Source: an optimization exercise on an open RTL-to-GDS flow (aim: small area, a short achievable clock period and few clock cycles). Production flows keep margins and buffers that such runs may drop.
At most, simulation tests tie the RTL to the original design; equivalence was not proved.
Function not checked in runs 5 and 6: the RTL went through the layout flow alone.
No activity file was given, so power comes from the tool's default toggle rates.

<file path="design/flow/config.mk">
export PLATFORM = sky130hd
export DESIGN_NAME = wisc_cache
export DESIGN_NICKNAME = wisc_cache
export VERILOG_FILES = /design/flow/design.v
export SDC_FILE = /design/flow/constraint.sdc
export NUM_CORES = 4
export LEC_CHECK = 0
export ABC_CLOCK_PERIOD_IN_PS = 1000
export CAP_MARGIN = 20
export CORE_MARGIN = 2
export CORE_UTILIZATION = 40
export CTS_BUF_LIST = sky130_fd_sc_hd__clkbuf_8
export CTS_CLUSTER_DIAMETER = 60
export CTS_CLUSTER_SIZE = 30
export PLACE_DENSITY = 0.6
export SLEW_MARGIN = 20
</file>
<file path="design/flow/design.v">
module wisc_cache (
   input         clk,
   input         rst,
   input  [15:0] Addr,
   input  [15:0] DataIn,
   input         Rd,
   input         Wr,
   output [15:0] DataOut,
   output        Done,
   output        Stall,
   output        CacheHit,
   output        err,
   output [51:0] bank_addr,     
   output [63:0] bank_wdata,    
   output [3:0]  bank_we,       
   input  [63:0] bank_rdata     
);
   wire [15:0] M_addr, M_data_in, M_data_out;
   wire M_wr, M_rd, M_stall, M_err;
   wire [3:0] M_busy;
   mem_system #(1) cache0 (
      .DataOut(DataOut), .Done(Done), .Stall(Stall), .CacheHit(CacheHit), .err(err),
      .Addr(Addr), .DataIn(DataIn), .Rd(Rd), .Wr(Wr), .createdump(1'b0),
      .clk(clk), .rst(rst),
      .M_addr(M_addr), .M_data_in(M_data_in), .M_wr(M_wr), .M_rd(M_rd),
      .M_data_out(M_data_out), .M_stall(M_stall), .M_busy(M_busy), .err_mem(M_err));
   wisc_fbm mem (
      .clk(clk), .rst(rst), .addr(M_addr), .data_in(M_data_in), .wr(M_wr), .rd(M_rd),
      .data_out(M_data_out), .stall(M_stall), .busy(M_busy), .err(M_err),
      .bank_addr(bank_addr), .bank_wdata(bank_wdata), .bank_we(bank_we),
      .bank_rdata(bank_rdata));
endmodule
module wisc_fbm (
   input         clk,
   input         rst,
   input  [15:0] addr,
   input  [15:0] data_in,
   input         wr,
   input         rd,
   output [15:0] data_out,
   output        stall,
   output [3:0]  busy,
   output        err,
   output [51:0] bank_addr,
   output [63:0] bank_wdata,
   output [3:0]  bank_we,
   input  [63:0] bank_rdata
);
   wire [3:0] sel;
   assign sel[0] = (addr[2:1] == 2'd0);
   assign sel[1] = (addr[2:1] == 2'd1);
   assign sel[2] = (addr[2:1] == 2'd2);
   assign sel[3] = (addr[2:1] == 2'd3);
   wire [3:0] en = sel & ~busy & {4{wr | rd}};
   assign stall = (wr | rd) & ~rst & (|(sel & busy));
   wire [15:0] d0, d1, d2, d3;
   wire [3:0] berr;
   wisc_bank m0 (.clk(clk), .rst(rst), .data_in(data_in), .addr(addr[15:3]), .wr(wr), .rd(rd), .enable(en[0]),
                 .data_out(d0), .err(berr[0]), .st_addr(bank_addr[12:0]), .st_wdata(bank_wdata[15:0]),
                 .st_we(bank_we[0]), .st_rdata(bank_rdata[15:0]));
   wisc_bank m1 (.clk(clk), .rst(rst), .data_in(data_in), .addr(addr[15:3]), .wr(wr), .rd(rd), .enable(en[1]),
                 .data_out(d1), .err(berr[1]), .st_addr(bank_addr[25:13]), .st_wdata(bank_wdata[31:16]),
                 .st_we(bank_we[1]), .st_rdata(bank_rdata[31:16]));
   wisc_bank m2 (.clk(clk), .rst(rst), .data_in(data_in), .addr(addr[15:3]), .wr(wr), .rd(rd), .enable(en[2]),
                 .data_out(d2), .err(berr[2]), .st_addr(bank_addr[38:26]), .st_wdata(bank_wdata[47:32]),
                 .st_we(bank_we[2]), .st_rdata(bank_rdata[47:32]));
   wisc_bank m3 (.clk(clk), .rst(rst), .data_in(data_in), .addr(addr[15:3]), .wr(wr), .rd(rd), .enable(en[3]),
                 .data_out(d3), .err(berr[3]), .st_addr(bank_addr[51:39]), .st_wdata(bank_wdata[63:48]),
                 .st_we(bank_we[3]), .st_rdata(bank_rdata[63:48]));
   assign data_out = d0 | d1 | d2 | d3;
   assign err = (wr | rd) & ((|berr) | addr[0]);
   reg [3:0] bsy0, bsy1, bsy2;
   always @(posedge clk) begin
      bsy0 <= rst ? 4'd0 : en;
      bsy1 <= rst ? 4'd0 : bsy0;
      bsy2 <= rst ? 4'd0 : bsy1;
   end
   assign busy = bsy0 | bsy1 | bsy2;
endmodule
module wisc_bank (
   input         clk,
   input         rst,
   input  [15:0] data_in,
   input  [12:0] addr,
   input         wr,
   input         rd,
   input         enable,
   output [15:0] data_out,
   output        err,
   output [12:0] st_addr,
   output [15:0] st_wdata,
   output        st_we,
   input  [15:0] st_rdata
);
   wire rd0 = rd & ~wr & enable & ~rst;
   wire wr0 = ~rd & wr & enable & ~rst;
   reg rd1, wr1, rd2, wr2, rd3, wr3;
   reg [12:0] addr_1c;
   reg [15:0] data_in_1c, dout;
   always @(posedge clk) begin
      rd1 <= rst ? 1'b0 : rd0;
      wr1 <= rst ? 1'b0 : wr0;
      rd2 <= rst ? 1'b0 : rd1;
      wr2 <= rst ? 1'b0 : wr1;
      rd3 <= rst ? 1'b0 : rd2;
      wr3 <= rst ? 1'b0 : wr2;
      addr_1c <= rst ? 13'd0 : addr;
      data_in_1c <= rst ? 16'd0 : data_in;
      dout <= rst ? 16'd0 : (rd1 ? st_rdata : 16'd0);
   end
   wire busy = rd1 | rd2 | rd3 | wr1 | wr2 | wr3;
   assign err = ((rd0 | wr0) & busy) | (rd & wr & enable & ~rst);
   assign data_out = dout;
   assign st_addr = addr_1c;
   assign st_wdata = data_in_1c;
   assign st_we = wr1 & ~rst;
endmodule

module mem_system(
   output [15:0] DataOut,
   output        Done,
   output        Stall,
   output        CacheHit,
   output        err,
   input  [15:0] Addr,
   input  [15:0] DataIn,
   input         Rd,
   input         Wr,
   input         createdump,
   input         clk,
   input         rst,
   output [15:0] M_addr,
   output [15:0] M_data_in,
   output        M_wr,
   output        M_rd,
   input  [15:0] M_data_out,
   input         M_stall,
   input  [3:0]  M_busy,
   input         err_mem
   );
   parameter memtype = 0;
   reg [1:0] st;
   wire bank_free = ~M_busy[Addr[2:1]];
   wire can_send = ~(st[1] ^ st[0]);
   assign M_rd = Rd & bank_free & can_send;
   assign M_wr = Wr & bank_free;
   assign M_addr = Addr;
   assign M_data_in = DataIn;
   assign Done = (st == 2'b10) | M_wr;
   assign DataOut = M_data_out;
   assign CacheHit = M_wr & ~st[0];
   assign Stall = Rd | Wr;
   assign err = Addr[0] | (Rd & Wr);
   always @(posedge clk) begin
      if (rst)
         st <= 2'b00;
      else if (st == 2'b01)
         st <= 2'b10;
      else if (st == 2'b10)
         st <= 2'b00;
      else if (M_rd)
         st <= 2'b01;
      else if ((Rd | Wr) & ~Done)
         st <= 2'b11;
      else
         st <= 2'b00;
   end
endmodule
</file>
<file path="design/flow/standard.sh">
#!/bin/bash
# synth_recipe.tcl (not shown) runs the flow's synth.tcl, then flattens the netlist and writes it again
# the make line also repeats each setting of config.mk as NAME=value (left out here)
make -C /OpenROAD-flow-scripts/flow DESIGN_CONFIG=/design/flow/config.mk WORK_HOME=/design/flow/orfs CLKGATE_MAP_FILE= SYNTH_SCRIPT=/design/flow/synth_recipe.tcl "${@:-finish}"
</file>
<file path="design/flow/constraint.sdc">
create_clock -name core_clock -period 12.0 [get_ports {clk}]
set_input_delay 2.4000 -clock core_clock [delete_from_list [all_inputs] [get_ports {clk}]]
set_output_delay 2.4000 -clock core_clock [all_outputs]
set_load 0.01 [all_outputs]
</file>
<file path="design/flow/flow/run.sh">
#!/bin/bash
# The standard layout, with the port buffers made of buf_1 cells instead of
# the resizer's default choice (clkdlybuf4s50_1).
cp standard.sh standard_sh_copy.txt
export BUFFER_PORTS_ARGS="-buffer_cell sky130_fd_sc_hd__buf_1"
bash standard.sh > standard.log 2>&1
</file>
==> summary.txt, run 1 <==
P_leak -> 1.95 nW
Sequential Power Share -> 48.8%
DR vias/cell -> 4.17
Via count -> 2884
Crit Path Max Fanout -> 7
Int Pwr -> 0.000611 W
Core Region -> 0.00982 mm2
Area fraction in compound gates after synthesis -> 1.11%
Longest Clk Path Bufs -> 2
Max-Cap Viols -> 0
Net Sw Frac -> 25.2%
CP max stage delay -> 600 ps
Post-synthesis adder-cell area fraction -> 0.614%
Final worst clock skew -> 11.9 ps
Relative slew slack -> 33.9%
VDD IR-drop max -> 0.0000665 V
Setup bufs post-CTS -> 0
Number of diodes -> 0
Critical Path AT -> 3470 ps
Met3 usage -> 4.43%
DRT Wirelength -> 8020 um
Setup_tns -> 0 ps
Cell chain of the critical path -> buf_1, mux4_2, nand2_1, nand2b_1, buf_1
Hold Violations, Final -> 0
Worst Tran Pin Value -> 990 ps
Total Power -> 0.000817 W
GRT Util Overall -> 14.1%
Slowest CP cell -> mux4_2
Mux contribution to synthesized area -> 0.553%
PortBufs -> 239
Critical R2R Launch -> mem.bsy0[3]
Area delta synth->final -> 18.9%
Final WS setup -> 6130 ps
H-Tree Depth -> 4
Clock root buffer -> clkbuf_8
Pre-CTS setup slack -> 6130 ps
First-pass GRT wire length -> 12100 um
Clock share of power -> 43.2%
Half-perimeter wire length after placement -> 5770 um
CTS Hold Buffers Added -> 0
Main combinational cell family by area after synthesis -> simple AND/OR/NAND/NOR gates
Seq/Total Area, Yosys -> 56.5%
Final min period -> 5870 ps
Worst-Skew Late Latency -> 410 ps
Total CTS buffers -> 17
Total Nets Final -> 648
Synth Area in Simple Gates -> 23.1%
Crit share post-route -> 48.9%
Startpoint Class -> primary input
Initial core utilization -> 41.5%
P_sw -> 0.000205 W
Initial antenna violation count -> 0
Yosys warning count -> 3
Flops & latches, synth -> 115
Pin count of the biggest net entering global routing -> 51
CP startpoint -> Addr[1]
Post-synth cell types -> 21
Crit-path most repeated cell -> buf_1
Remaining DRCs -> 0
Filler cell count -> 978
Hold Path Class -> flop to flop
Vias in the first global route -> 2607
DR pass1 iterations -> 4
RSZ-0062 raised after global routing -> no
IO Count -> 240
Die footprint -> 0.0110 mm2
# setup viols final -> 0
Grt total ovfl -> 0
DRT iter0 DRCs -> 84
Status -> no timing/DRC/antenna violations
CTS tree -> built
Routed Antenna Nets -> 0
Mapped Cells -> 385
# resized after CTS -> 0
Routed len/inst -> 11.6 um
GRT Max-Usage Layer -> met2
Clock sink count -> 115
Final number of max-transition violations -> 0
Setup crit end kind -> output port
FMAX -> 170 MHz
Syn nets -> 487
Share of cells above drive strength 1 -> 6.63%
Combinational share of power -> 8.0%
Met1 Track Usage GR -> 15.0%
CP Class -> primary input to output port
FP Rows -> 36
Die W -> 105 um
Power Dens Cells -> 169 mW/mm2
Met2 Use GR -> 25.8%
Worst endpoint required time -> 9600 ps
Gpl congestion -> 0.765
Clk pin slew, worst setup/hold paths -> 80 ps
Synthesized area per cell -> 10.6 um2
Die Ht -> 105 um
Worst Min Path Start -> mem.bsy0[2]
Syn Std Cell Area -> 0.00407 mm2
Xor and xnor fraction of the mapped netlist area -> 0%
## critical path: cells and delay by family
family        cells  cell delay (ps)
mux               1              600
simple gates      2              180
buf+inv           2              290
## layer usage
layer / up-vias / routed length [um]
met5: - / 0
met4: 0 / 87
met3: 8 / 616
met2: 137 / 4230
met1: 1293 / 3090
li1: 1446 / -
## flip-flops by register name (all words and copies together) (netlist names), 2 cells and up
name               count
mem.m3.dout           16
mem.m1.dout           16
mem.m2.addr_1c        13
mem.bsy2               4
cache0.st              2
mem.m2.dout           16
mem.bsy0               4
mem.bsy1               4
mem.m0.dout           16
mem.m1.data_in_1c     16
## stage by stage
step | hold WS (ps) | utilization, % | std cells | cell area (um2)
floorplan | 439 | - | 385 | 4070
global placement | 450 | 45.2 | 660 | 4440
detailed placement | 454 | 45.2 | 660 | 4440
CTS | 461 | 49.3 | 691 | 4840
global route | 475 | 49.3 | 691 | 4840
finish | 466 | 49.3 | 691 | 4840
## layout make-up
| class | count | area [um2] | share of cell area (%) |
|---|---|---|---|
| clock inverters | 13 | 151 | 3.13 |
| clock buffers | 18 | 248 | 5.12 |
| multi-input cells | 165 | 1030 | 21.4 |
| inverters | 5 | 18.8 | 0.388 |
| flip-flops and latches | 115 | 2300 | 47.5 |
| well taps | 133 | 166 | 3.44 |
| repair buffers | 242 | 921 | 19.0 |
## final timing paths
check / to / slack [ps] / cells after the start
max reg2reg: cache0.st[0] / 10240 / 4
min: mem.bsy1[2] / 470 / 1
min reg2reg: mem.bsy1[2] / 470 / 1
max: Done / 6130 / 5
## cell usage in the layout, fill, tap and decap left out, drive strengths merged
| cell type | netlist | routed |
|---|---|---|
| buf | 91 | 241 |
| ha | 2 | 2 |
| nand4b | 1 | 1 |
| nand3b | 1 | 1 |
| nand2 | 4 | 4 |
| clkbuf | 9 | 19 |
| or4 | 16 | 16 |
| and2 | 64 | 64 |
| a2111oi | 1 | 1 |
| bufinv | 0 | 2 |
| mux4 | 1 | 1 |
| inv | 5 | 9 |
| nand2b | 1 | 1 |
| dfxtp | 115 | 115 |
| a221oi | 1 | 1 |
| nor2 | 18 | 18 |
| nor3 | 4 | 4 |
| clkinvlp | 0 | 3 |
| o21ai | 1 | 1 |
| clkinv | 0 | 4 |
| a21o | 1 | 1 |
| nand3 | 3 | 3 |
| nor2b | 45 | 45 |
| a211o | 1 | 1 |
## synth_stat cells (all sizes together)
cell type / count / area (um2)
a211o: 1 / 8.76
nor2: 18 / 67.6
nand2: 4 / 15.0
a21o: 1 / 7.51
nand3: 3 / 15.0
inv: 5 / 18.8
ha: 2 / 25.0
nand4b: 1 / 8.76
and2: 64 / 400
o21ai: 1 / 5.00
mux4: 1 / 22.5
a2111oi: 1 / 15.0
nor3: 4 / 20.0
or4: 16 / 120
clkbuf: 9 / 33.8
dfxtp: 115 / 2300
nor2b: 45 / 282
nand2b: 1 / 6.26
nand3b: 1 / 7.51
buf: 91 / 683
a221oi: 1 / 8.76
## logic make-up (layout without fill, tap and decap cells)
| group | count (synthesis) | in the layout |
|---|---|---|
| compound gates | 5 | 5 |
| simple gates | 157 | 157 |
| buf+inv | 105 | 278 |
| flops | 115 | 115 |
| mux | 1 | 1 |
| fa+ha+maj | 2 | 2 |
## power groups by stage
stage / registers, W / logic (W) / clock network, W
6_report: 0.000398 / 0.0000654 / 0.000353
3_3_place_gp: 0.000406 / 0.0000659 / 0
3_5_place_dp: 0.000407 / 0.0000662 / 0
2_1_floorplan: 0.000408 / 0.0000523 / 0
5_1_grt: 0.000399 / 0.0000726 / 0.000382
4_1_cts: 0.000398 / 0.0000665 / 0.000366
Testbench counts, summed over its fixed seeds: cycles 54,679.
==> run 2: changes to the inputs <==
==> design/flow/config.mk (replaced) <==
export PLATFORM = sky130hd
export DESIGN_NAME = wisc_cache
export DESIGN_NICKNAME = wisc_cache
export VERILOG_FILES = /design/flow/design.v
export SDC_FILE = /design/flow/constraint.sdc
export NUM_CORES = 4
export LEC_CHECK = 0
export CAP_MARGIN = 20
export CORE_MARGIN = 2
export CORE_UTILIZATION = 40
export PLACE_DENSITY = 0.6
export SLEW_MARGIN = 20
==> run 2 against run 1 <==
Still clean on timing, DRC and antenna. Critical endpoint unchanged. Synthesized cell count did not move. Sequential cell count is the same. Critical path depth unchanged. Critical path type unchanged.
==> summary.txt, run 2 <==
Number of diodes -> 0 (unchanged)
# setup viols final -> 0 (unchanged)
DRT Wirelength -> 8130 um (+1.4%)
Power Dens Cells -> 188 mW/mm2 (+12%)
Clock share of power -> 50.9% (+7.7 points)
Share of cells above drive strength 1 -> 6.63% (unchanged)
Clock root buffer -> clkbuf_8
Count leader, synth -> dfxtp_1
Crit Path Max Fanout -> 7 (unchanged)
Die Ht -> 105 um (unchanged)
Core Region -> 0.00982 mm2 (unchanged)
Initial core utilization -> 41.5% (unchanged)
FMAX -> 171 MHz (about the same)
DRT iter0 DRCs -> 119 (+42%)
Clk pin slew, worst setup/hold paths -> 50 ps (-30 ps)
Setup_tns -> 0 ps (unchanged)
Worst reg-to-reg setup slack -> 10240 ps (about the same)
First-pass GRT wire length -> 12400 um (+2.5%)
Flops & latches, synth -> 115 (unchanged)
DRT met1 WL -> 3140 um (+1.8%)
CP startpoint -> Addr[1]
Slowest CP cell -> mux4_2
Setup crit end kind -> output port
Crit path max-delay family -> multiplexers
Hold Violations, Final -> 0 (unchanged)
Syn nets -> 487 (unchanged)
Final number of max-transition violations -> 0 (unchanged)
VDD IR-drop max -> 0.0000900 V (+35%)
Half-perimeter wire length after placement -> 5770 um (unchanged)
Pre-CTS setup slack -> 6130 ps (unchanged)
P_sw -> 0.000224 W (+8.8%)
CTS tree -> built
Worst-Skew Late Latency -> 510 ps (+100 ps)
R2R depth -> 4 (unchanged)
Hold Path End -> mem.bsy1[0]
Met3 routed WL -> 615 um (-0.16%)
Worst Path Buf+Inv -> 2 (unchanged)
Syn Std Cell Area -> 0.00407 mm2 (unchanged)
Crit-path most repeated cell -> buf_1
DR vias/cell -> 4.21 (+0.83%)
Status -> no timing/DRC/antenna violations
Top sig layer -> met4
Remaining DRCs -> 0 (unchanged)
Post-synth top area share -> 56.5% (unchanged)
Total CTS buffers -> 17 (unchanged)
Final min period -> 5860 ps (-2.51 ps)
Worst endpoint required time -> 9600 ps (about the same)
Via count -> 2908 (+0.83%)
DR pass1 iterations -> 4 (unchanged)
Commonest non-fill, non-tap cell in the layout -> buf_1
Met2 WL post-DR -> 4250 um (+0.59%)
Final worst clock skew -> 16.6 ps (+4.70 ps)
CP max stage delay -> 600 ps (about the same)
Grt total ovfl -> 0 (unchanged)
Post-synth cell types -> 21 (unchanged)
Gpl congestion -> 0.765 (unchanged)
Critical Path AT -> 3460 ps (about the same)
Mapped Cells -> 385 (unchanged)
Sequential Power Share -> 42.2% (-6.6 points)
CP Class -> primary input to output port
Crit share post-route -> 48.9% (about the same)
Combinational share of power -> 6.9% (-1.1 points)
GRT Util Overall -> 14.6% (+0.51 points)
Synthesized area per cell -> 10.6 um2 (unchanged)
Die footprint -> 0.0110 mm2 (unchanged)
Vias in the first global route -> 2618 (+0.42%)
Top cell type by total area after synthesis -> dfxtp_1
Worst Min Path Start -> mem.bsy0[0]
Commonest cells in the netlist -> 115 x dfxtp_1, 91 x buf_4, 64 x and2_1
Yosys warning count -> 3 (unchanged)
Routed len/inst -> 11.8 um (+1.4%)
Total Nets Final -> 648 (unchanged)
Net Sw Frac -> 23.6% (-1.5 points)
PortBufs -> 239 (unchanged)
Final WS setup -> 6140 ps (+2.51 ps)
Pin count of the biggest net entering global routing -> 51 (unchanged)
Seq/Total Area, Yosys -> 56.5% (unchanged)
Int Pwr -> 0.000722 W (+18%)
Worst Tran Pin Value -> 971 ps (-19.1 ps)
R2R Path End -> cache0.st[0]
Most frequent cells in the layout -> 238 x buf_1, 115 x dfxtp_1, 64 x and2_1
Routed Antenna Nets -> 0 (unchanged)
CTS Hold Buffers Added -> 0 (unchanged)
Startpoint Class -> primary input
Area delta synth->final -> 23.3%
Main synth FF type -> dfxtp_1
Filler cell count -> 965 (-1.3%)
Hold path depth -> 1 (unchanged)
H-Tree Depth -> 4 (unchanged)
Critical R2R Launch -> mem.bsy0[3]
IO Count -> 240 (unchanged)
Max-Cap Viols -> 0 (unchanged)
RSZ-0062 raised after global routing -> no
Cell chain of the critical path -> buf_1, mux4_2, nand2_1, nand2b_1, buf_1
Longest Clk Path Bufs -> 2 (unchanged)
Die W -> 105 um (unchanged)
Synth async-reset ratio -> 0% (unchanged)
Largest cells by area after synthesis -> dfxtp_1 57%, buf_4 17%, and2_1 9.8%, nor2b_1 6.9%, or4_1 2.9%
# resized after CTS -> 0 (unchanged)
Hold Path Class -> flop to flop
Setup bufs post-CTS -> 0 (unchanged)
Initial antenna violation count -> 0 (unchanged)
FP Rows -> 36 (unchanged)
Clock sink count -> 115 (unchanged)
Relative slew slack -> 35.2% (+1.3 points)
P_leak -> 2.03 nW (+4.2%)
Number of synthesized flops with an enable pin -> 0 (unchanged)
[run 2: how the worst max path moves through the flow]
stage               slack (ps)         end  depth (start not counted)
detailed placement        6130        Done                          5
global route              6060  bank_we[3]                          3
finish                    6140        Done                          5
CTS                       6130        Done                          5
global placement          6160        Done                          5
floorplan                 6440  bank_we[0]                          4
[run 2: area by class of cell]
cell class	instances	area (um2)	area share (%)
sequential	115	2300	45.8
multi-input combinational	165	1030	20.6
timing repair buffer	242	921	18.3
inverter	5	18.8	0.374
tap	133	166	3.31
clock buffer	18	428	8.52
clock inverter	13	151	3.01
[run 2: metrics by stage]
step	std cells	power, W	hold WS [ps]	utilization [%]	area [um2]
2_1_floorplan	385	0.000461	439	-	4070
3_5_place_dp	660	0.000473	454	45.2	4440
3_3_place_gp	660	0.000472	450	45.2	4440
4_1_cts	691	0.000960	464	51.1	5020
6_report	691	0.000946	459	51.1	5020
5_1_grt	691	0.000987	479	51.1	5020
[run 2: worst register-to-register path, stage by stage (launching register included)]
cell and delay, ps:
dfxtp_1 340, nor3_1 70, mux4_2 540, a211o_1 350, a2111oi_2 360
[run 2: power groups by stage]
stage	combinational (W)	clock (W)	sequential [W]
3_5_place_dp	0.0000662	0	0.000407
5_1_grt	0.0000727	0.000515	0.000400
2_1_floorplan	0.0000523	0	0.000408
4_1_cts	0.0000667	0.000495	0.000399
6_report	0.0000656	0.000481	0.000399
3_3_place_gp	0.0000659	0	0.000406
[run 2: kinds of logic (layout without fill, tap and decap cells)]
logic type / after synthesis / count (layout) / synth area share (%)
simple gates: 157 / 157 / 23.1
flops: 115 / 115 / 56.5
compound gates: 5 / 5 / 1.11
buf+inv: 105 / 278 / 18.1
fa+ha+maj: 2 / 2 / 0.614
mux: 1 / 1 / 0.553
[run 2: metal layers]
layer | GRT usage [%] | up-vias
li1 | - | 1448
met3 | 4.80 | 10
met4 | 6.19 | 0
met5 | 0 | -
met1 | 15.4 | 1309
met2 | 26.4 | 141
==> run 3: changes to the inputs <==
--- a/design/flow/config.mk
+++ b/design/flow/config.mk
@@ -6,7 +6,11 @@
 export NUM_CORES = 4
 export LEC_CHECK = 0
+export ABC_CLOCK_PERIOD_IN_PS = 10
 export CAP_MARGIN = 20
 export CORE_MARGIN = 2
 export CORE_UTILIZATION = 40
+export CTS_BUF_LIST = sky130_fd_sc_hd__clkbuf_8
+export CTS_CLUSTER_DIAMETER = 60
+export CTS_CLUSTER_SIZE = 30
 export PLACE_DENSITY = 0.6
 export SLEW_MARGIN = 20
==> run 3 against run 2 <==
Clock skew shrank 4.7 ps. Synthesized cell count is the same. Fmax is essentially flat. Largest power group is now registers. Area after synthesis is the same. Combinational power is essentially flat. Final area shrank 3.6%. Count of clock-buffer cells in the layout is the same.
==> summary.txt, run 3 <==
Yosys warning count -> 3 (unchanged)
Total Nets Final -> 648 (unchanged)
Longest Clk Path Bufs -> 2 (unchanged)
Hold Path End -> mem.bsy1[2]
Grt total ovfl -> 0 (unchanged)
Final number of max-transition violations -> 0 (unchanged)
Via count -> 2884 (-0.83%)
Worst-Skew Late Latency -> 410 ps (-100 ps)
CTS tree -> built
Vias in the first global route -> 2607 (-0.42%)
PortBufs -> 239 (unchanged)
H-Tree Depth -> 4 (unchanged)
Crit Path Max Fanout -> 7 (unchanged)
Worst Tran Pin Value -> 990 ps (+19.1 ps)
Critical Path AT -> 3470 ps (about the same)
Crit-path most repeated cell -> buf_1
Seq/Total Area, Yosys -> 56.5% (unchanged)
Die Ht -> 105 um (unchanged)
Hold Path Class -> flop to flop
Half-perimeter wire length after placement -> 5770 um (unchanged)
P_leak -> 1.95 nW (-4.1%)
Total CTS buffers -> 17 (unchanged)
CP Class -> primary input to output port
FP Rows -> 36 (unchanged)
DRT iter0 DRCs -> 84 (-29%)
Slowest CP cell -> mux4_2
Worst reg-to-reg setup slack -> 10240 ps (about the same)
Clock sink count -> 115 (unchanged)
Relative slew slack -> 33.9% (-1.3 points)
CTS Hold Buffers Added -> 0 (unchanged)
# resized after CTS -> 0 (unchanged)
DR pass1 iterations -> 4 (unchanged)
Routed len/inst -> 11.6 um (-1.4%)
Top cell type by total area after synthesis -> dfxtp_1
CP max stage delay -> 600 ps (about the same)
RSZ-0062 raised after global routing -> no
Worst Min Path Start -> mem.bsy0[2]
Remaining DRCs -> 0 (unchanged)
Main synth FF type -> dfxtp_1
Pin count of the biggest net entering global routing -> 51 (unchanged)
Post-synth top area share -> 56.5% (unchanged)
R2R depth -> 4 (unchanged)
Power Dens Cells -> 169 mW/mm2 (-10%)
DRT Wirelength -> 8020 um (-1.4%)
Synthesized area per cell -> 10.6 um2 (unchanged)
Flops & latches, synth -> 115 (unchanged)
Final worst clock skew -> 11.9 ps (-4.70 ps)
Mapped Cells -> 385 (unchanged)
Post-route cell area -> 0.00484 mm2 (-3.6%)
Area delta synth->final -> 18.9%
Post-synth cell types -> 21 (unchanged)
Gpl congestion -> 0.765 (unchanged)
Core Region -> 0.00982 mm2 (unchanged)
Setup crit end kind -> output port
Worst endpoint required time -> 9600 ps (about the same)
Die footprint -> 0.0110 mm2 (unchanged)
Crit share post-route -> 48.9% (about the same)
Clk pin slew, worst setup/hold paths -> 80 ps (+30 ps)
Cell chain of the critical path -> buf_1, mux4_2, nand2_1, nand2b_1, buf_1
DR vias/cell -> 4.17 (-0.83%)
Setup_tns -> 0 ps (unchanged)
Clock root buffer -> clkbuf_8
Filler cell count -> 978 (+1.3%)
Most frequent cells in the layout -> 238 x buf_1, 115 x dfxtp_1, 64 x and2_1
Commonest non-fill, non-tap cell in the layout -> buf_1
Initial core utilization -> 41.5% (unchanged)
Share of cells above drive strength 1 -> 6.63% (unchanged)
Routed Antenna Nets -> 0 (unchanged)
Synth async-reset ratio -> 0% (unchanged)
GRT Util Overall -> 14.1% (-0.51 points)
Hold Violations, Final -> 0 (unchanged)
Total Power -> 0.000817 W (-14%)
Initial antenna violation count -> 0 (unchanged)
IO Count -> 240 (unchanged)
Commonest cells in the netlist -> 115 x dfxtp_1, 91 x buf_4, 64 x and2_1
Final min period -> 5870 ps (+2.51 ps)
First-pass GRT wire length -> 12100 um (-2.4%)
Count leader, synth -> dfxtp_1
Hold path depth -> 1 (unchanged)
VDD IR-drop max -> 0.0000665 V (-26%)
Syn nets -> 487 (unchanged)
Max-Cap Viols -> 0 (unchanged)
Syn Std Cell Area -> 0.00407 mm2 (unchanged)
Status -> no timing/DRC/antenna violations
Number of diodes -> 0 (unchanged)
Number of synthesized flops with an enable pin -> 0 (unchanged)
R2R Path End -> cache0.st[0]
Startpoint Class -> primary input
Setup bufs post-CTS -> 0 (unchanged)
Largest cells by area after synthesis -> dfxtp_1 57%, buf_4 17%, and2_1 9.8%, nor2b_1 6.9%, or4_1 2.9%
DP Area -> 0.00444 mm2 (unchanged)
FMAX -> 170 MHz (about the same)
# setup viols final -> 0 (unchanged)
Die W -> 105 um (unchanged)
Critical R2R Launch -> mem.bsy0[3]
## run 3: cell counts after synthesis
No cell type changed its count.
## run 3: how the worst max path moves through the flow
stage | startpoint | to | slack, ps | cells past startpoint
2_1_floorplan | rst | bank_we[0] | 6440 | 4
3_3_place_gp | Addr[1] | Done | 6160 | 5
3_5_place_dp | Addr[1] | Done | 6130 | 5
4_1_cts | Addr[1] | Done | 6130 | 5
5_1_grt | rst | bank_we[3] | 6060 | 3
6_report | Addr[1] | Done | 6130 | 5
## run 3: cell families (layout without fill, tap and decap cells)
kind of cell	Yosys count	count (layout)	synth area share, %
buffers and inverters	105	278	18.1
adder cells (fa/ha/maj)	2	2	0.614
AO/OA/AOI/OAI	5	5	1.11
multiplexers	1	1	0.553
flip-flops	115	115	56.5
AND/OR/NAND/NOR	157	157	23.1
## run 3: layout make-up
class	instances	area (um2)	share of cell area [%]
Clock buffer	18	248	5.12
Clock inverter	13	151	3.13
Inverter	5	18.8	0.388
Multi-Input combinational cell	165	1030	21.4
Sequential cell	115	2300	47.5
Tap cell	133	166	3.44
Timing Repair Buffer	242	921	19.0
## run 3: report_power, final
group	switching (W)	total (W)	internal (W)	leakage (nW)
registers	0.00000667	0.000398	0.000391	0.936
clock network	0.000160	0.000353	0.000193	0.194
logic	0.0000383	0.0000654	0.0000271	0.816
## run 3: worst max-delay path, delay by kind of cell
| kind | cells | cell delay [ps] |
|---|---|---|
| multiplexers | 1 | 600 |
| buffers and inverters | 2 | 290 |
| AND/OR/NAND/NOR | 2 | 180 |
## run 3: metrics by stage
| stage | hold slack (ps) | utilization [%] | setup slack (ps) | instances |
|---|---|---|---|---|
| floorplan | 439 | - | 6440 | 385 |
| finish | 466 | 49.3 | 6130 | 691 |
| detailed placement | 454 | 45.2 | 6130 | 660 |
| CTS | 461 | 49.3 | 6130 | 691 |
| global route | 475 | 49.3 | 6060 | 691 |
| global placement | 450 | 45.2 | 6160 | 660 |
## run 3: layer usage
layer / part of all wire, % / global-route usage (%) / vias to the layer above / wire (um)
met4: 1.1 / 5.33 / 0 / 87
li1: - / - / 1446 / -
met2: 53 / 25.8 / 137 / 4230
met5: 0 / 0 / - / 0
met3: 7.7 / 4.43 / 8 / 616
met1: 39 / 15.0 / 1293 / 3090
==> run 4: changes to the inputs <==
--- a/design/flow/config.mk
+++ b/design/flow/config.mk
@@ -6,5 +6,5 @@
 export NUM_CORES = 4
 export LEC_CHECK = 0
-export ABC_CLOCK_PERIOD_IN_PS = 10
+export ABC_AREA = 1
 export CAP_MARGIN = 20
 export CORE_MARGIN = 2
==> run 4 against run 3 <==
Global-route usage up 1.3 points. Critical path depth down 2. Critical path type unchanged. Area after synthesis up 6.1%. Non-clock buffer count down 3. Total power up 3.3%.
==> summary.txt, run 4 <==
Status -> no timing/DRC/antenna violations
Clock root buffer -> clkbuf_8
PortBufs -> 239 (unchanged)
Number of synthesized flops with an enable pin -> 0 (unchanged)
Die W -> 108 um (+2.9%)
CTS Hold Buffers Added -> 0 (unchanged)
Worst-Skew Late Latency -> 410 ps (about the same)
Mapped Cells -> 509 (+32%)
Syn Std Cell Area -> 0.00432 mm2 (+6.1%)
Setup bufs post-CTS -> 0 (unchanged)
Gpl congestion -> 0.756 (-1.3%)
Finished Layout Cells -> 816 (+18%)
P_leak -> 2.47 nW (+27%)
IO Count -> 240 (unchanged)
Worst endpoint required time -> 9600 ps (about the same)
Yosys warning count -> 3 (unchanged)
Pin count of the biggest net entering global routing -> 44 (-14%)
Cell chain of the critical path -> clkbuf_2, nor2_1, buf_1
Initial core utilization -> 41.5% (about the same)
Total CTS buffers -> 17 (unchanged)
Routed len/inst -> 10.8 um (-6.9%)
Combinational share of power -> 9.0% (+1.0 points)
Die Ht -> 108 um (+2.9%)
Remaining DRCs -> 0 (unchanged)
Crit Path Max Fanout -> 43 (+36)
Total Nets Final -> 769 (+19%)
Syn nets -> 611 (+25%)
Clk pin slew, worst setup/hold paths -> 60 ps (-20 ps)
First-pass GRT wire length -> 13600 um (+13%)
DR vias/cell -> 4.08 (-2.2%)
Slowest CP cell -> clkbuf_2
R2R depth -> 8 (+4)
GRT Util Overall -> 15.3% (+1.3 points)
Via count -> 3332 (+16%)
Max-Cap Viols -> 0 (unchanged)
CP max stage delay -> 640 ps (+40 ps)
Share of cells above drive strength 1 -> 8.09% (+1.5 points)
Core Region -> 0.0104 mm2 (+6.1%)
Power Dens Cells -> 166 mW/mm2 (-1.6%)
Relative slew slack -> 42.2% (+8.4 points)
Final number of max-transition violations -> 0 (unchanged)
Area delta synth->final -> 17.6%
Post-synth top area share -> 53.3% (-3.2 points)
Longest Clk Path Bufs -> 2 (unchanged)
CTS tree -> built
RSZ-0062 raised after global routing -> no
Largest cells by area after synthesis -> dfxtp_1 53%, buf_4 16%, nor2_1 10%, inv_1 9.9%, or4_1 2.8%
Clock share of power -> 43.8% (+0.6 points)
CP Class -> primary input to output port
Sequential Power Share -> 47.2% (-1.6 points)
Flops & latches, synth -> 115 (unchanged)
FMAX -> 174 MHz (+2.1%)
FP Rows -> 37 (+2.8%)
DRT Wirelength -> 8820 um (+10%)
P_sw -> 0.000217 W (+5.6%)
Die footprint -> 0.0116 mm2 (+5.8%)
Grt total ovfl -> 0 (unchanged)
DR pass1 iterations -> 4 (unchanged)
Hold Path Class -> flop to flop
Commonest cells in the netlist -> 117 x nor2_1, 115 x dfxtp_1, 114 x inv_1
Setup crit end kind -> output port
Commonest non-fill, non-tap cell in the layout -> buf_1
Int Pwr -> 0.000626 W (+2.5%)
Final min period -> 5750 ps (-120 ps)
Vias in the first global route -> 3109 (+19%)
Worst Tran Pin Value -> 866 ps (-123 ps)
Top cell type by total area after synthesis -> dfxtp_1
Synthesized area per cell -> 8.49 um2 (-20%)
Hold Violations, Final -> 0 (unchanged)
# setup viols final -> 0 (unchanged)
Synth async-reset ratio -> 0% (unchanged)
Setup_tns -> 0 ps (unchanged)
Startpoint Class -> primary input
Final worst clock skew -> 11.4 ps (-0.432 ps)
# resized after CTS -> 0 (unchanged)
Critical Path AT -> 3350 ps (-120 ps)
Count leader, synth -> nor2_1
Placed insts -> 784 (+19%)
Net Sw Frac -> 25.7% (+0.57 points)
Seq/Total Area, Yosys -> 53.3% (-3.2 points)
Worst reg-to-reg setup slack -> 10670 ps (+430 ps)
Number of diodes -> 0 (unchanged)
Initial antenna violation count -> 0 (unchanged)
Clock sink count -> 115 (unchanged)
DRT iter0 DRCs -> 137 (+63%)
Final hold slack -> 426 ps (-39.7 ps)
Crit share post-route -> 47.9% (-1.0 points)
Main synth FF type -> dfxtp_1
Most frequent cells in the layout -> 238 x buf_1, 117 x nor2_1, 115 x inv_1, 115 x dfxtp_1, 17 x clkbuf_8
Half-perimeter wire length after placement -> 6640 um (+15%)
VDD IR-drop max -> 0.0000779 V (+17%)
H-Tree Depth -> 4 (unchanged)
Routed Antenna Nets -> 0 (unchanged)
Hold path depth -> 2 (+1)
Post-synth cell types -> 21 (unchanged)
[run 4: area by class of cell]
class / count / area [um2]
inverters: 117 / 439
fillers: 1056 / 5340
clock buffers: 17 / 234
flip-flops and latches: 115 / 2300
clock inverters: 15 / 181
multi-input cells: 177 / 855
well taps: 136 / 170
repair buffers: 239 / 898
[run 4: final timing paths]
kind                     start          end
setup / recovery           rst   bank_we[1]
setup reg to reg  cache0.st[0]  mem.bsy0[2]
hold reg to reg    mem.bsy0[2]  mem.bsy1[2]
hold / removal     mem.bsy0[2]  mem.bsy1[2]
[run 4: cell families (layout without fill, tap and decap cells)]
kind of cell    Yosys count  count (layout)  synth area share, %
compound gates            3               3                0.492
fa+ha+maj                 2               2                0.579
buf+inv                 217             388                 26.9
flops                   115             115                 53.3
simple gates            172             172                 18.7
[run 4: worst max-delay path, delay by kind of cell]
family,cells,cell delay [ps]
buffers and inverters,2,800
and+or+nand+nor,1,130
[run 4: per-layer routing]
metal	global-route usage [%]	vias up	share of wire (%)
met2	27.7	134	54
met5	0	-	0
met1	16.0	1495	39
met4	6.78	0	1.5
met3	5.33	10	5.7
li1	-	1693	-
[run 4: stage by stage]
step | area, um2 | worst slack, ps | power, W | utilization (%)
after floorplan | 4320 | 6560 | 0.000469 | -
after global placement | 4660 | 6260 | 0.000484 | 44.8
after detailed placement | 4660 | 6220 | 0.000484 | 44.8
after CTS | 5080 | 6220 | 0.000855 | 48.8
after global routing | 5080 | 6110 | 0.000883 | 48.8
final | 5080 | 6250 | 0.000843 | 48.8
[run 4: power by group through the flow]
stage	Sequential, W	Combinational [W]	Clock (W)
2_1_floorplan	0.000408	0.0000610	0
3_3_place_gp	0.000406	0.0000773	0
3_5_place_dp	0.000407	0.0000770	0
4_1_cts	0.000398	0.0000774	0.000380
5_1_grt	0.000399	0.0000867	0.000397
6_report	0.000398	0.0000760	0.000370
==> run 5: changes to the inputs <==
--- a/design/flow/design.v
+++ b/design/flow/design.v
@@ -141,5 +141,7 @@
    parameter memtype = 0;
    reg [1:0] st;
-   wire bank_free = ~M_busy[Addr[2:1]];
+   wire free01 = Addr[1] ? ~M_busy[1] : ~M_busy[0];
+   wire free23 = Addr[1] ? ~M_busy[3] : ~M_busy[2];
+   wire bank_free = Addr[2] ? free23 : free01;
    wire can_send = ~(st[1] ^ st[0]);
    assign M_rd = Rd & bank_free & can_send;
--- a/design/flow/config.mk
+++ b/design/flow/config.mk
@@ -6,5 +6,5 @@
 export NUM_CORES = 4
 export LEC_CHECK = 0
-export ABC_AREA = 1
+export ABC_CLOCK_PERIOD_IN_PS = 1000
 export CAP_MARGIN = 20
 export CORE_MARGIN = 2
==> run 5 against run 4 <==
Non-clock buffer count grew 1. Setup slack lost 120 ps. Combinational power shrank 14%. Final area shrank 5.3%. Count of clock-buffer cells in the layout grew 4. Total power shrank 6.1%.
==> summary.txt, run 5 <==
Worst reg-to-reg setup slack -> 10240 ps (-430 ps)
Clk pin slew, worst setup/hold paths -> 70 ps (about the same)
Post-route cell area -> 0.00481 mm2 (-5.3%)
Mapped Cells -> 385 (-24%)
Syn Std Cell Area -> 0.00407 mm2 (-5.7%)
Crit Path Max Fanout -> 7 (-84%)
R2R depth -> 4 (-4)
Cell chain of the critical path -> buf_1, mux4_2, nand2_1, nand2b_1, buf_1
Filler cell count -> 977 (-7.5%)
Hold Path End -> mem.bsy1[3]
Most frequent cells in the layout -> 238 x buf_1, 115 x dfxtp_1, 64 x and2_1
CTS Hold Buffers Added -> 0 (unchanged)
Core Region -> 0.00982 mm2 (-5.7%)
Clock sink count -> 115 (unchanged)
FMAX -> 170 MHz (-2.1%)
R2R Path End -> cache0.st[0]
Power Dens Cells -> 165 mW/mm2 (-0.82%)
# resized after CTS -> 0 (unchanged)
First-pass GRT wire length -> 12800 um (-6.3%)
Pin count of the biggest net entering global routing -> 51 (+16%)
Hold path depth -> 1 (-1)
FP Rows -> 36 (-2.7%)
GRT Util Overall -> 15.0% (-0.32 points)
Yosys warning count -> 3 (unchanged)
Total CTS buffers -> 17 (unchanged)
Gpl congestion -> 0.730 (-3.4%)
CP Class -> primary input to output port
Largest cells by area after synthesis -> dfxtp_1 57%, buf_4 17%, and2_1 9.8%, nor2b_1 6.9%, or4_1 2.9%
Vias in the first global route -> 2758 (-11%)
Grt total ovfl -> 0 (unchanged)
Main synth FF type -> dfxtp_1
Number of diodes -> 0 (unchanged)
Total Nets Final -> 646 (-16%)
Critical Path AT -> 3470 ps (+120 ps)
Routed len/inst -> 11.8 um (+9.4%)
Count leader, synth -> dfxtp_1
Worst-Skew Late Latency -> 410 ps (about the same)
Relative slew slack -> 34.8% (-7.5 points)
DR vias/cell -> 4.23 (+3.6%)
PortBufs -> 239 (unchanged)
VDD IR-drop max -> 0.0000639 V (-18%)
Syn nets -> 487 (-20%)
IO Count -> 240 (unchanged)
Die W -> 105 um (-2.8%)
Crit share post-route -> 48.9% (+1.0 points)
DR pass1 iterations -> 4 (unchanged)
Flops & latches, synth -> 115 (unchanged)
Seq/Total Area, Yosys -> 56.5% (+3.2 points)
Setup bufs post-CTS -> 0 (unchanged)
Commonest cells in the netlist -> 115 x dfxtp_1, 91 x buf_4, 64 x and2_1
Routed Antenna Nets -> 0 (unchanged)
P_leak -> 1.94 nW (-21%)
Pre-CTS setup slack -> 6130 ps (-88.2 ps)
Number of synthesized flops with an enable pin -> 0 (unchanged)
Initial core utilization -> 41.5% (about the same)
Commonest non-fill, non-tap cell in the layout -> buf_1
Final WS setup -> 6130 ps (-124 ps)
Area delta synth->final -> 18.1%
Clock root buffer -> clkbuf_8
Half-perimeter wire length after placement -> 6120 um (-8.0%)
DP Area -> 0.00444 mm2 (-4.9%)
Die Ht -> 105 um (-2.8%)
Via count -> 2918 (-12%)
Max-Cap Viols -> 0 (unchanged)
Crit-path most repeated cell -> buf_1
Status -> no timing/DRC/antenna violations
Total Power -> 0.000792 W (-6.1%)
Area of the multi-input gates -> 0.00104 mm2 (+22%)
CP max stage delay -> 600 ps (-40 ps)
Final min period -> 5870 ps (+124 ps)
Top cell type by total area after synthesis -> dfxtp_1
Post-synth cell types -> 21 (unchanged)
Longest Clk Path Bufs -> 2 (unchanged)
Synthesized area per cell -> 10.6 um2 (+25%)
Worst Min Path Start -> mem.bsy0[3]
Setup_tns -> 0 ps (unchanged)
DRT iter0 DRCs -> 48 (-65%)
Critical R2R Launch -> mem.bsy1[3]
Layout Utilization -> 49.0% (+0.22 points)
DRT Wirelength -> 8160 um (-7.5%)
Worst Tran Pin Value -> 978 ps (+112 ps)
Hold Path Class -> flop to flop
Worst endpoint required time -> 9600 ps (about the same)
Remaining DRCs -> 0 (unchanged)
Synth async-reset ratio -> 0% (unchanged)
Startpoint Class -> primary input
# setup viols final -> 0 (unchanged)
Final worst clock skew -> 11.6 ps (+0.133 ps)
Die footprint -> 0.0110 mm2 (-5.5%)
RSZ-0062 raised after global routing -> no
Share of cells above drive strength 1 -> 6.64% (-1.4 points)
H-Tree Depth -> 4 (unchanged)
CTS tree -> built
Register area -> 0.00230 mm2 (unchanged)
Worst Path Buf+Inv -> 2 (unchanged)
Crit path max-delay family -> multiplexers
Setup crit end kind -> output port
Hold Violations, Final -> 0 (unchanged)
Final number of max-transition violations -> 0 (unchanged)
Initial antenna violation count -> 0 (unchanged)
Post-synth top area share -> 56.5% (+3.2 points)
Slowest CP cell -> mux4_2
## run 5: cell families after synthesis
| kind of cell | share of synthesized area, % |
|---|---|
| buffers and inverters | 18.1 |
| adders and majority gates | 0.614 |
| DFF | 56.5 |
| muxes | 0.553 |
| AOI/OAI and AO/OA | 1.11 |
| and+or+nand+nor | 23.1 |
## run 5: report_power, final
| group | total, W | internal [W] | leakage [nW] | switching [W] |
|---|---|---|---|---|
| combinational | 0.0000656 | 0.0000270 | 0.805 | 0.0000386 |
| sequential | 0.000398 | 0.000392 | 0.936 | 0.00000631 |
| clock | 0.000328 | 0.000183 | 0.200 | 0.000146 |
## run 5: final cells by class
class | count | area share, %
sequential | 115 | 47.9
multi-input combinational | 165 | 21.7
timing repair buffer | 240 | 18.8
clock buffer | 21 | 6.01
tap | 133 | 3.46
clock inverter | 11 | 1.79
inverter | 5 | 0.390
## run 5: worst max-delay path by stage
stage / start / end / slack (ps) / cells past startpoint
5_1_grt: rst / bank_we[2] / 6030 / 3
4_1_cts: Addr[1] / Done / 6130 / 5
6_report: Addr[1] / Done / 6130 / 5
2_1_floorplan: rst / bank_we[0] / 6440 / 4
3_5_place_dp: Addr[1] / Done / 6130 / 5
3_3_place_gp: Addr[1] / Done / 6160 / 5
## run 5: metal layers
layer	GRT usage [%]	part of all wire [%]	up-vias
li1	-	-	1439
met1	16.1	39	1333
met2	26.5	53	134
met3	5.05	7.2	12
met4	6.95	1.5	0
met5	0	0	-
## run 5: metrics by stage
stage          hold WS [ps]  std cells
2_1_floorplan           439        385
4_1_cts                 453        690
6_report                453        690
3_5_place_dp            461        658
3_3_place_gp            451        658
5_1_grt                 463        690
## run 5: worst register-to-register path: stages, from the launching register on
cell,delay [ps]
dfxtp_1,340
nor3_1,70
mux4_2,540
a211o_1,350
a2111oi_2,350
==> run 6: changes to the inputs <==
--- a/design/flow/design.v
+++ b/design/flow/design.v
@@ -141,7 +141,6 @@
    parameter memtype = 0;
    reg [1:0] st;
-   wire free01 = Addr[1] ? ~M_busy[1] : ~M_busy[0];
-   wire free23 = Addr[1] ? ~M_busy[3] : ~M_busy[2];
-   wire bank_free = Addr[2] ? free23 : free01;
+   wire [3:0] sel = {Addr[2] & Addr[1], Addr[2] & ~Addr[1], ~Addr[2] & Addr[1], ~Addr[2] & ~Addr[1]};
+   wire bank_free = |(sel & ~M_busy);
    wire can_send = ~(st[1] ^ st[0]);
    assign M_rd = Rd & bank_free & can_send;
==> run 6 against run 5 <==
Count of clock-buffer cells in the layout decreased by 4. Combinational power decreased by 5.2%. Register-to-register slack improved by 430 ps. Clock power increased by 5%. Die area about the same. Clock skew decreased by 0.88 ps. Utilization increased by 0.34 points. Via count decreased by 2.7%. Sequential power about the same. Fmax decreased by 1.8%. Total power increased by 1.7%. Highest routed layer unchanged.
==> summary.txt, run 6 <==
Clock sink count -> 115 (unchanged)
Slowest CP cell -> or4_4
CTS Hold Buffers Added -> 0 (unchanged)
First-pass GRT wire length -> 12500 um (-2.3%)
Die footprint -> 0.0110 mm2 (about the same)
Cell chain of the critical path -> buf_1, or4_4, nand4_2, and3_1, buf_1
Largest cells by area after synthesis -> dfxtp_1 57%, buf_4 17%, and2_1 9.8%, nor2b_1 6.9%, or4_1 2.9%
Setup_tns -> 0 ps (unchanged)
Crit-path most repeated cell -> buf_1
Die W -> 105 um (about the same)
Mapped Cells -> 384 (-0.26%)
Routed Antenna Nets -> 0 (unchanged)
Flops & latches, synth -> 115 (unchanged)
DP Area -> 0.00445 mm2 (+0.34%)
Number of diodes -> 0 (unchanged)
VDD IR-drop max -> 0.000112 V (+76%)
Number of synthesized flops with an enable pin -> 0 (unchanged)
Clock root buffer -> clkbuf_8
Placed insts -> 660 (+0.30%)
DR pass1 iterations -> 4 (unchanged)
Worst Path Buf+Inv -> 2 (unchanged)
DRT Wirelength -> 8290 um (+1.5%)
Setup crit end kind -> output port
Clk pin slew, worst setup/hold paths -> 80 ps (about the same)
Syn nets -> 486 (-0.21%)
Worst endpoint required time -> 9600 ps (about the same)
Final worst clock skew -> 10.7 ps (-0.882 ps)
Register area -> 0.00230 mm2 (unchanged)
Syn Std Cell Area -> 0.00407 mm2 (about the same)
Power Dens Cells -> 166 mW/mm2 (+0.99%)
Top cell type by total area after synthesis -> dfxtp_1
Worst-Skew Late Latency -> 410 ps (about the same)
Startpoint Class -> primary input
DR vias/cell -> 4.10 (-3.0%)
Hold Path Class -> flop to flop
Hold Violations, Final -> 0 (unchanged)
CP Class -> primary input to output port
Status -> no timing/DRC/antenna violations
Remaining DRCs -> 0 (unchanged)
DRT iter0 DRCs -> 57 (+19%)
# setup viols final -> 0 (unchanged)
IO Count -> 240 (unchanged)
H-Tree Depth -> 4 (unchanged)
Synthesized area per cell -> 10.6 um2 (+0.29%)
Yosys warning count -> 3 (unchanged)
Die Ht -> 105 um (about the same)
Layout Utilization -> 49.3% (+0.34 points)
Crit path max-delay family -> simple AND/OR/NAND/NOR gates
Core Region -> 0.00982 mm2 (unchanged)
Worst reg-to-reg setup slack -> 10670 ps (+430 ps)
Initial antenna violation count -> 0 (unchanged)
Total CTS buffers -> 17 (unchanged)
Pin count of the biggest net entering global routing -> 49 (-3.9%)
GRT Util Overall -> 14.9% (-0.12 points)
Area delta synth->final -> 18.9%
Count leader, synth -> dfxtp_1
Critical Path AT -> 3580 ps (+110 ps)
Post-synth cell types -> 25 (+19%)
Max-Cap Viols -> 0 (unchanged)
Share of cells above drive strength 1 -> 7.51% (+0.87 points)
Final number of max-transition violations -> 0 (unchanged)
Gpl congestion -> 0.781 (+7.0%)
Setup bufs post-CTS -> 0 (unchanged)
Grt total ovfl -> 0 (unchanged)
Post-synth top area share -> 56.5% (about the same)
Initial core utilization -> 41.5% (about the same)
RSZ-0062 raised after global routing -> no
Commonest non-fill, non-tap cell in the layout -> buf_1
Synth async-reset ratio -> 0% (unchanged)
Routed len/inst -> 12.0 um (+1.3%)
Relative slew slack -> 37.8% (+3.0 points)
PortBufs -> 239 (unchanged)
Vias in the first global route -> 2639 (-4.3%)
Longest Clk Path Bufs -> 2 (unchanged)
Crit Path Max Fanout -> 4 (-3)
Via count -> 2838 (-2.7%)
Most frequent cells in the layout -> 238 x buf_1, 115 x dfxtp_1, 64 x and2_1
Final min period -> 5980 ps (+110 ps)
Total Nets Final -> 648 (+0.31%)
Area of the multi-input gates -> 0.00103 mm2 (-0.72%)
FMAX -> 167 MHz (-1.8%)
CP max stage delay -> 580 ps (-20 ps)
Main synth FF type -> dfxtp_1
# resized after CTS -> 0 (unchanged)
Commonest cells in the netlist -> 115 x dfxtp_1, 91 x buf_4, 64 x and2_1
Crit share post-route -> 49.8% (+0.92 points)
Seq/Total Area, Yosys -> 56.5% (about the same)
CTS tree -> built
Worst Tran Pin Value -> 934 ps (-44.6 ps)
Filler cell count -> 956 (-2.1%)
Half-perimeter wire length after placement -> 6090 um (-0.39%)
FP Rows -> 36 (unchanged)
Post-route cell area -> 0.00484 mm2 (+0.70%)
Finished Layout Cells -> 692 (+0.29%)
P_leak -> 1.95 nW (+0.64%)
run 6: changes by cell type after synthesis, moves of 2 or more:
cell,change
nor3_1,-3
nand3_1,-3
or4_4,+2
nor2_1,-3
a21oi_1,+2
or2_2,+2
run 6: layer usage:
layer / GRT usage (%) / part of all wire (%) / wire, um
met5: 0 / 0 / 0
met4: 7.05 / 1.4 / 119
met3: 5.24 / 6.8 / 566
met2: 25.5 / 51 / 4190
met1: 16.4 / 41 / 3410
run 6: cell type report:
class / count / share of cell area [%]
sequential: 115 / 47.5
multi-input combinational: 164 / 21.4
timing repair buffer: 243 / 19.2
clock buffer: 17 / 4.83
tap: 133 / 3.43
clock inverter: 15 / 3.31
inverter: 5 / 0.387
run 6: cells by family after synthesis:
kind of cell    synth area share (%)
simple gates                    23.3
flops                           56.5
buf+inv                         18.1
compound gates                  1.44
fa+ha+maj                      0.614
run 6: metrics by stage:
stage	total power (W)	hold slack, ps	setup WS, ps
final	0.000806	465	6020
after global routing	0.000844	481	5950
after CTS	0.000817	467	6020
after detailed placement	0.000469	449	6020
after global placement	0.000468	447	6060
after floorplan	0.000457	429	6320
run 6: report_power, final:
part	leakage (nW)	internal (W)	switching, W
clock	0.190	0.000186	0.000160
combinational	0.826	0.0000261	0.0000361
sequential	0.936	0.000391	0.00000621
run 6: path summary, 6_finish.rpt:
check                from          end  depth (start not counted)
min           mem.bsy0[2]  mem.bsy1[2]                          1
max               Addr[1]     CacheHit                          5
max reg2reg  cache0.st[0]  mem.bsy0[3]                          5
min reg2reg   mem.bsy0[2]  mem.bsy1[2]                          1
==> run 7: changes to the inputs <==
--- a/design/flow/design.v
+++ b/design/flow/design.v
@@ -141,6 +141,5 @@
    parameter memtype = 0;
    reg [1:0] st;
-   wire [3:0] sel = {Addr[2] & Addr[1], Addr[2] & ~Addr[1], ~Addr[2] & Addr[1], ~Addr[2] & ~Addr[1]};
-   wire bank_free = |(sel & ~M_busy);
+   wire bank_free = ~M_busy[Addr[2:1]];
    wire can_send = ~(st[1] ^ st[0]);
    assign M_rd = Rd & bank_free & can_send;
==> design/flow/flow/run.sh (replaced) <==
#!/bin/bash
# The standard layout, with the port buffers made of buf_1 cells instead of
# the resizer's default choice (clkdlybuf4s50_1), and timing repair aiming
# for more setup slack than the standard flow.
export BUFFER_PORTS_ARGS="-buffer_cell sky130_fd_sc_hd__buf_1"
export SETUP_SLACK_MARGIN=6.6
bash standard.sh > standard.log 2>&1
==> run 7 against run 6 <==
Clock power rose by 11%. Fmax rose by 6.0%. Sequential share of layout area fell by 1.6 points. Combinational power rose by 16%. Wire length rose by 4.8%. Clock skew fell by 2.9 ps. Sequential cell count did not move. Die area barely moved. Via count rose by 3.3%. First-iteration DRC count rose by 1.8%. Cell count rose by 1.2%. Global-route usage fell by 0.092 points. Largest power group unchanged.
==> summary.txt, run 7 <==
Setup crit end kind -> output port
Largest cells by area after synthesis -> dfxtp_1 57%, buf_4 17%, and2_1 9.8%, nor2b_1 6.9%, or4_1 2.9%
IO Count -> 240 (unchanged)
Grt total ovfl -> 0 (unchanged)
Initial antenna violation count -> 0 (unchanged)
Remaining DRCs -> 0 (unchanged)
Pin count of the biggest net entering global routing -> 51 (+4.1%)
VDD IR-drop max -> 0.0000595 V (-47%)
FMAX -> 177 MHz (+6.0%)
Flops & latches, synth -> 115 (unchanged)
Pre-CTS setup slack -> 6150 ps (+127 ps)
Setup_tns -> 0 ps (unchanged)
Via count -> 2931 (+3.3%)
Hold path depth -> 1 (unchanged)
Worst Tran Pin Value -> 658 ps (-275 ps)
Max-Cap Viols -> 0 (unchanged)
Total Nets Final -> 656 (+1.2%)
Hold Path Class -> flop to flop
Core Region -> 0.00982 mm2 (unchanged)
Relative slew slack -> 55.9% (+18 points)
Die Ht -> 105 um (about the same)
Worst-Skew Late Latency -> 410 ps (about the same)
Post-route cell area -> 0.00502 mm2 (+3.5%)
Die footprint -> 0.0110 mm2 (about the same)
# setup viols final -> 0 (unchanged)
DRT Wirelength -> 8690 um (+4.8%)
Synthesized area per cell -> 10.6 um2 (-0.29%)
Crit share post-route -> 47.0% (-2.8 points)
Main synth FF type -> dfxtp_1
Final min period -> 5640 ps (-337 ps)
Status -> no timing/DRC/antenna violations
Clock root buffer -> clkbuf_8
Syn Std Cell Area -> 0.00407 mm2 (about the same)
Gpl congestion -> 0.791 (+1.3%)
Routed len/inst -> 12.4 um (+3.6%)
Worst endpoint required time -> 9600 ps (about the same)
DR pass1 iterations -> 4 (unchanged)
Total CTS buffers -> 17 (unchanged)
Synth async-reset ratio -> 0% (unchanged)
Mapped Cells -> 385 (+0.26%)
Crit Path Max Fanout -> 2 (-2)
Post-synth cell types -> 21 (-16%)
FP Rows -> 36 (unchanged)
DR vias/cell -> 4.19 (+2.1%)
GRT Util Overall -> 14.8% (-0.092 points)
RSZ-0062 raised after global routing -> yes
Post-synth top area share -> 56.5% (about the same)
Final hold slack -> 458 ps (-7.24 ps)
Yosys warning count -> 3 (unchanged)
Die W -> 105 um (about the same)
Half-perimeter wire length after placement -> 6050 um (-0.68%)
Worst Path Buf+Inv -> 2 (unchanged)
Routed Antenna Nets -> 0 (unchanged)
Number of synthesized flops with an enable pin -> 0 (unchanged)
Final WS setup -> 6360 ps (+337 ps)
CP Depth -> 5 (unchanged)
R2R depth -> 6 (+1)
CP Class -> primary input to output port
Startpoint Class -> primary input
H-Tree Depth -> 4 (unchanged)
Commonest cells in the netlist -> 115 x dfxtp_1, 91 x buf_4, 64 x and2_1
Critical Path AT -> 3240 ps (-340 ps)
CTS tree -> built
Clock sink count -> 115 (unchanged)
DP Area -> 0.00445 mm2 (about the same)
DRT iter0 DRCs -> 58 (+1.8%)
Commonest non-fill, non-tap cell in the layout -> buf_1
Final number of max-transition violations -> 0 (unchanged)
P_leak -> 2.05 nW (+4.8%)
First-pass GRT wire length -> 12500 um (+0.50%)
Clk pin slew, worst setup/hold paths -> 70 ps (about the same)
Most frequent cells in the layout -> 231 x buf_1, 115 x dfxtp_1, 64 x and2_1
Top cell type by total area after synthesis -> dfxtp_1
Seq/Total Area, Yosys -> 56.5% (about the same)
Syn nets -> 487 (+0.21%)
Final worst clock skew -> 7.75 ps (-2.94 ps)
PortBufs -> 239 (unchanged)
Share of cells above drive strength 1 -> 9.88% (+2.4 points)
Number of diodes -> 0 (unchanged)
Area delta synth->final -> 23.2%
Cell chain of the critical path -> buf_8, mux4_2, nand2_2, nand2b_1, buf_2
Slowest CP cell -> mux4_2
Crit path max-delay family -> multiplexers
Hold Violations, Final -> 0 (unchanged)
Initial core utilization -> 41.5% (about the same)
Vias in the first global route -> 2655 (+0.61%)
CP max stage delay -> 510 ps (-70 ps)
Longest Clk Path Bufs -> 2 (unchanged)
Count leader, synth -> dfxtp_1
Power Dens Cells -> 170 mW/mm2 (+2.4%)
[run 7: cell types whose count changed after synthesis, sizes merged, moves of 2 or more]
cell,before,now
a21oi,2,0
nand4,2,0
nand3,0,3
nor2,15,18
or4,18,16
a21o,3,1
or2,2,0
nor3,1,4
[run 7: worst register-to-register path, cell delays in order (launching register included)]
cell	delay [ps]
dfxtp_1	340
nor3_1	70
mux4_2	480
buf_4	150
buf_4	140
a211o_1	320
a2111oi_2	340
[run 7: repair_timing]
action	4_1_cts	5_1_grt
hold buffers	0	0
buffers inserted	2	4
pin swaps	1	0
cloned	0	2
endpoints found under the setup margin	6	6
gates resized for setup	10	8
[run 7: stage by stage]
stage	utilization, %	cells	total power [W]
2_1_floorplan	-	385	0.000461
3_3_place_gp	45.2	660	0.000473
3_5_place_dp	45.3	660	0.000473
4_1_cts	50.2	694	0.000862
5_1_grt	51.1	700	0.000892
6_report	51.1	700	0.000854
[run 7: worst paths after layout]
kind	start	to	slack, ps
worst max-delay path	Addr[1]	Done	6360
worst min-delay path	mem.bsy0[0]	mem.bsy1[0]	460
worst max register to register	mem.bsy0[2]	cache0.st[0]	10050
worst min register to register	mem.bsy0[0]	mem.bsy1[0]	460
[run 7: layout make-up]
class                      instances  area (um2)
inverter                           5        18.8
timing repair buffer             250        1050
clock inverter                    14         186
tap                              133         166
sequential                       115        2300
clock buffer                      18         248
fill                             935        4800
multi-input combinational        165        1040
[run 7: metal layers]
| metal | wire, um | track usage (%) | vias up |
|---|---|---|---|
| met4 | 143 | 7.05 | 0 |
| met1 | 3350 | 15.3 | 1308 |
| li1 | - | - | 1459 |
| met5 | 0 | 0 | - |
| met3 | 744 | 5.86 | 12 |
| met2 | 4450 | 26.1 | 152 |
[run 7: where the power goes]
part / switching [W] / internal, W
sequential: 0.00000662 / 0.000392
clock: 0.000153 / 0.000231
combinational: 0.0000402 / 0.0000317
total: 0.000200 / 0.000654
[run 7: cell families after synthesis]
kind of cell | synth area share [%]
mux | 0.553
simple gates | 23.1
compound gates | 1.11
flops | 56.5
fa+ha+maj | 0.614
buf+inv | 18.1
Testbench counts of run 7, summed over its fixed seeds: cycles 54,679.
==> run 8: changes to the inputs <==
--- a/design/flow/flow/run.sh
+++ b/design/flow/flow/run.sh
@@ -4,4 +4,4 @@
 # for more setup slack than the standard flow.
 export BUFFER_PORTS_ARGS="-buffer_cell sky130_fd_sc_hd__buf_1"
-export SETUP_SLACK_MARGIN=6.6
+export SETUP_SLACK_MARGIN=7.0
 bash standard.sh > standard.log 2>&1
==> run 8 against run 7 <==
Still clean. Area after synthesis unchanged. Count of clock-buffer cells in the layout unchanged. Utilization decreased by 0.23 points. Total power decreased by 6.2%. Fmax decreased by 0.34%. Sequential cell count unchanged. Register-to-register slack got worse by 60 ps. Critical path depth unchanged. Die area unchanged.
==> summary.txt, run 8 <==
Status -> no timing/DRC/antenna violations
Hold Path Class -> flop to flop
Largest cells by area after synthesis -> dfxtp_1 57%, buf_4 17%, and2_1 9.8%, nor2b_1 6.9%, or4_1 2.9%
Commonest non-fill, non-tap cell in the layout -> buf_1
Sequential Power Share -> 49.8% (+3.2 points)
Worst Tran Pin Value -> 507 ps (-151 ps)
Yosys warning count -> 3 (unchanged)
Worst endpoint required time -> 9600 ps (about the same)
DRT Wirelength -> 8750 um (+0.75%)
Pre-CTS setup slack -> 6130 ps (-22.2 ps)
Via count -> 2922 (-0.31%)
R2R depth -> 6 (unchanged)
Most frequent cells in the layout -> 227 x buf_1, 115 x dfxtp_1, 64 x and2_1
Startpoint Class -> primary input
DR pass1 iterations -> 4 (unchanged)
DR vias/cell -> 4.16 (-0.59%)
Clock root buffer -> clkbuf_8
CP max stage delay -> 510 ps (about the same)
Number of synthesized flops with an enable pin -> 0 (unchanged)
Half-perimeter wire length after placement -> 6060 um (about the same)
Seq/Total Area, Yosys -> 56.5% (unchanged)
Int Pwr -> 0.000595 W (-9.1%)
Total Power -> 0.000801 W (-6.2%)
Cell chain of the critical path -> buf_8, mux4_2, nand2_2, nand2b_1, buf_2
Main synth FF type -> dfxtp_1
Setup_tns -> 0 ps (unchanged)
Synth async-reset ratio -> 0% (unchanged)
Net Sw Frac -> 25.7% (+2.3 points)
Max-Cap Viols -> 0 (unchanged)
Syn nets -> 487 (unchanged)
Number of diodes -> 0 (unchanged)
Critical R2R Launch -> mem.bsy1[3]
P_leak -> 2.04 nW (-0.19%)
Initial antenna violation count -> 0 (unchanged)
RSZ-0062 raised after global routing -> yes
Post-synthesis adder-cell area fraction -> 0.614% (unchanged)
Count leader, synth -> dfxtp_1
Hold Path End -> mem.bsy2[0]
Power Dens Cells -> 160 mW/mm2 (-5.8%)
Final WS setup -> 6340 ps (-19.5 ps)
P_sw -> 0.000206 W (+3.1%)
Core Region -> 0.00982 mm2 (unchanged)
Worst-Skew Late Latency -> 410 ps (about the same)
Remaining DRCs -> 0 (unchanged)
Final number of max-transition violations -> 0 (unchanged)
Clock share of power -> 41.2% (-3.7 points)
Crit share post-route -> 47.2% (+0.16 points)
Total CTS buffers -> 17 (unchanged)
FMAX -> 177 MHz (-0.34%)
Synthesized area per cell -> 10.6 um2 (unchanged)
Longest Clk Path Bufs -> 2 (unchanged)
Layout Utilization -> 50.9% (-0.23 points)
Relative slew slack -> 65.8% (+9.9 points)
Clk pin slew, worst setup/hold paths -> 60 ps (about the same)
Setup crit end kind -> output port
Die footprint -> 0.0110 mm2 (unchanged)
VDD IR-drop max -> 0.0000719 V (+21%)
Hold path depth -> 1 (unchanged)
Crit Path Max Fanout -> 2 (unchanged)
IO Count -> 240 (unchanged)
Syn Std Cell Area -> 0.00407 mm2 (unchanged)
Final worst clock skew -> 14.0 ps (+6.20 ps)
Crit path max-delay family -> multiplexers
Area delta synth->final -> 22.6%
Final min period -> 5660 ps (+19.5 ps)
H-Tree Depth -> 4 (unchanged)
Routed len/inst -> 12.5 um (+0.46%)
Main combinational cell family by area after synthesis -> simple AND/OR/NAND/NOR gates
Area fraction in compound gates after synthesis -> 1.11% (unchanged)
Xor and xnor fraction of the mapped netlist area -> 0% (unchanged)
Flops & latches, synth -> 115 (unchanged)
==> run 8: cell counts after synthesis <==
Identical to the previous run, type by type.
==> run 8: routing by layer <==
layer	part of all wire [%]	wire, um	vias to the layer above	global-route usage [%]
met5	0	0	-	0
met4	1.4	121	0	6.48
met3	7.5	660	12	6.05
met2	49	4310	144	26.9
met1	42	3660	1301	17.6
li1	-	-	1465	-
==> run 8: worst max-delay path by stage <==
stage,start,to,slack [ps],cells after the start
6_report,Addr[1],Done,6340,5
5_1_grt,Addr[1],Done,6300,5
4_1_cts,Addr[1],Done,6330,5
3_5_place_dp,Addr[1],Done,6130,5
3_3_place_gp,Addr[1],Done,6150,5
2_1_floorplan,Addr[1],Done,6470,3
==> run 8: logic make-up after synthesis <==
group,count (synthesis)
fa+ha+maj,2
mux,1
compound gates,5
simple gates,157
buf+inv,105
flops,115
==> run 8: layout make-up <==
class	count	area, um2
clock buffers	18	248
repair buffers	252	1080
inverters	5	18.8
clock inverters	14	130
well taps	133	166
fillers	969	4830
flip-flops and latches	115	2300
multi-input cells	165	1040
==> run 8: stage by stage <==
step / hold slack, ps / cell area [um2]
2_1_floorplan: 439 / 4100
3_3_place_gp: 450 / 4450
3_5_place_dp: 457 / 4450
4_1_cts: 467 / 4950
5_1_grt: 482 / 4990
6_report: 466 / 4990
==> run 8: power by group through the flow <==
stage | sequential (W) | clock [W] | combinational (W)
global route | 0.000399 | 0.000360 | 0.0000800
CTS | 0.000398 | 0.000342 | 0.0000716
floorplan | 0.000408 | 0 | 0.0000533
finish | 0.000398 | 0.000330 | 0.0000726
global placement | 0.000407 | 0 | 0.0000669
detailed placement | 0.000407 | 0 | 0.0000664
==> run 8: what timing repair did <==
item / in CTS / in global routing
pin swaps: 1 / 1
endpoints found under the setup margin: 8 / 8
gates resized for setup: 23 / 6
setup buffers: 4 / 3
cloned: 2 / 0

Re-timed with assumed drivers on the ports (clkbuf_16 on the clock, buf_2 on other inputs), run 8 has 6.272 ns of setup slack against 6.337 ns with ideal ports, and 6.272 ns once port delays also move by the mid clock arrival of 0.438 ns.
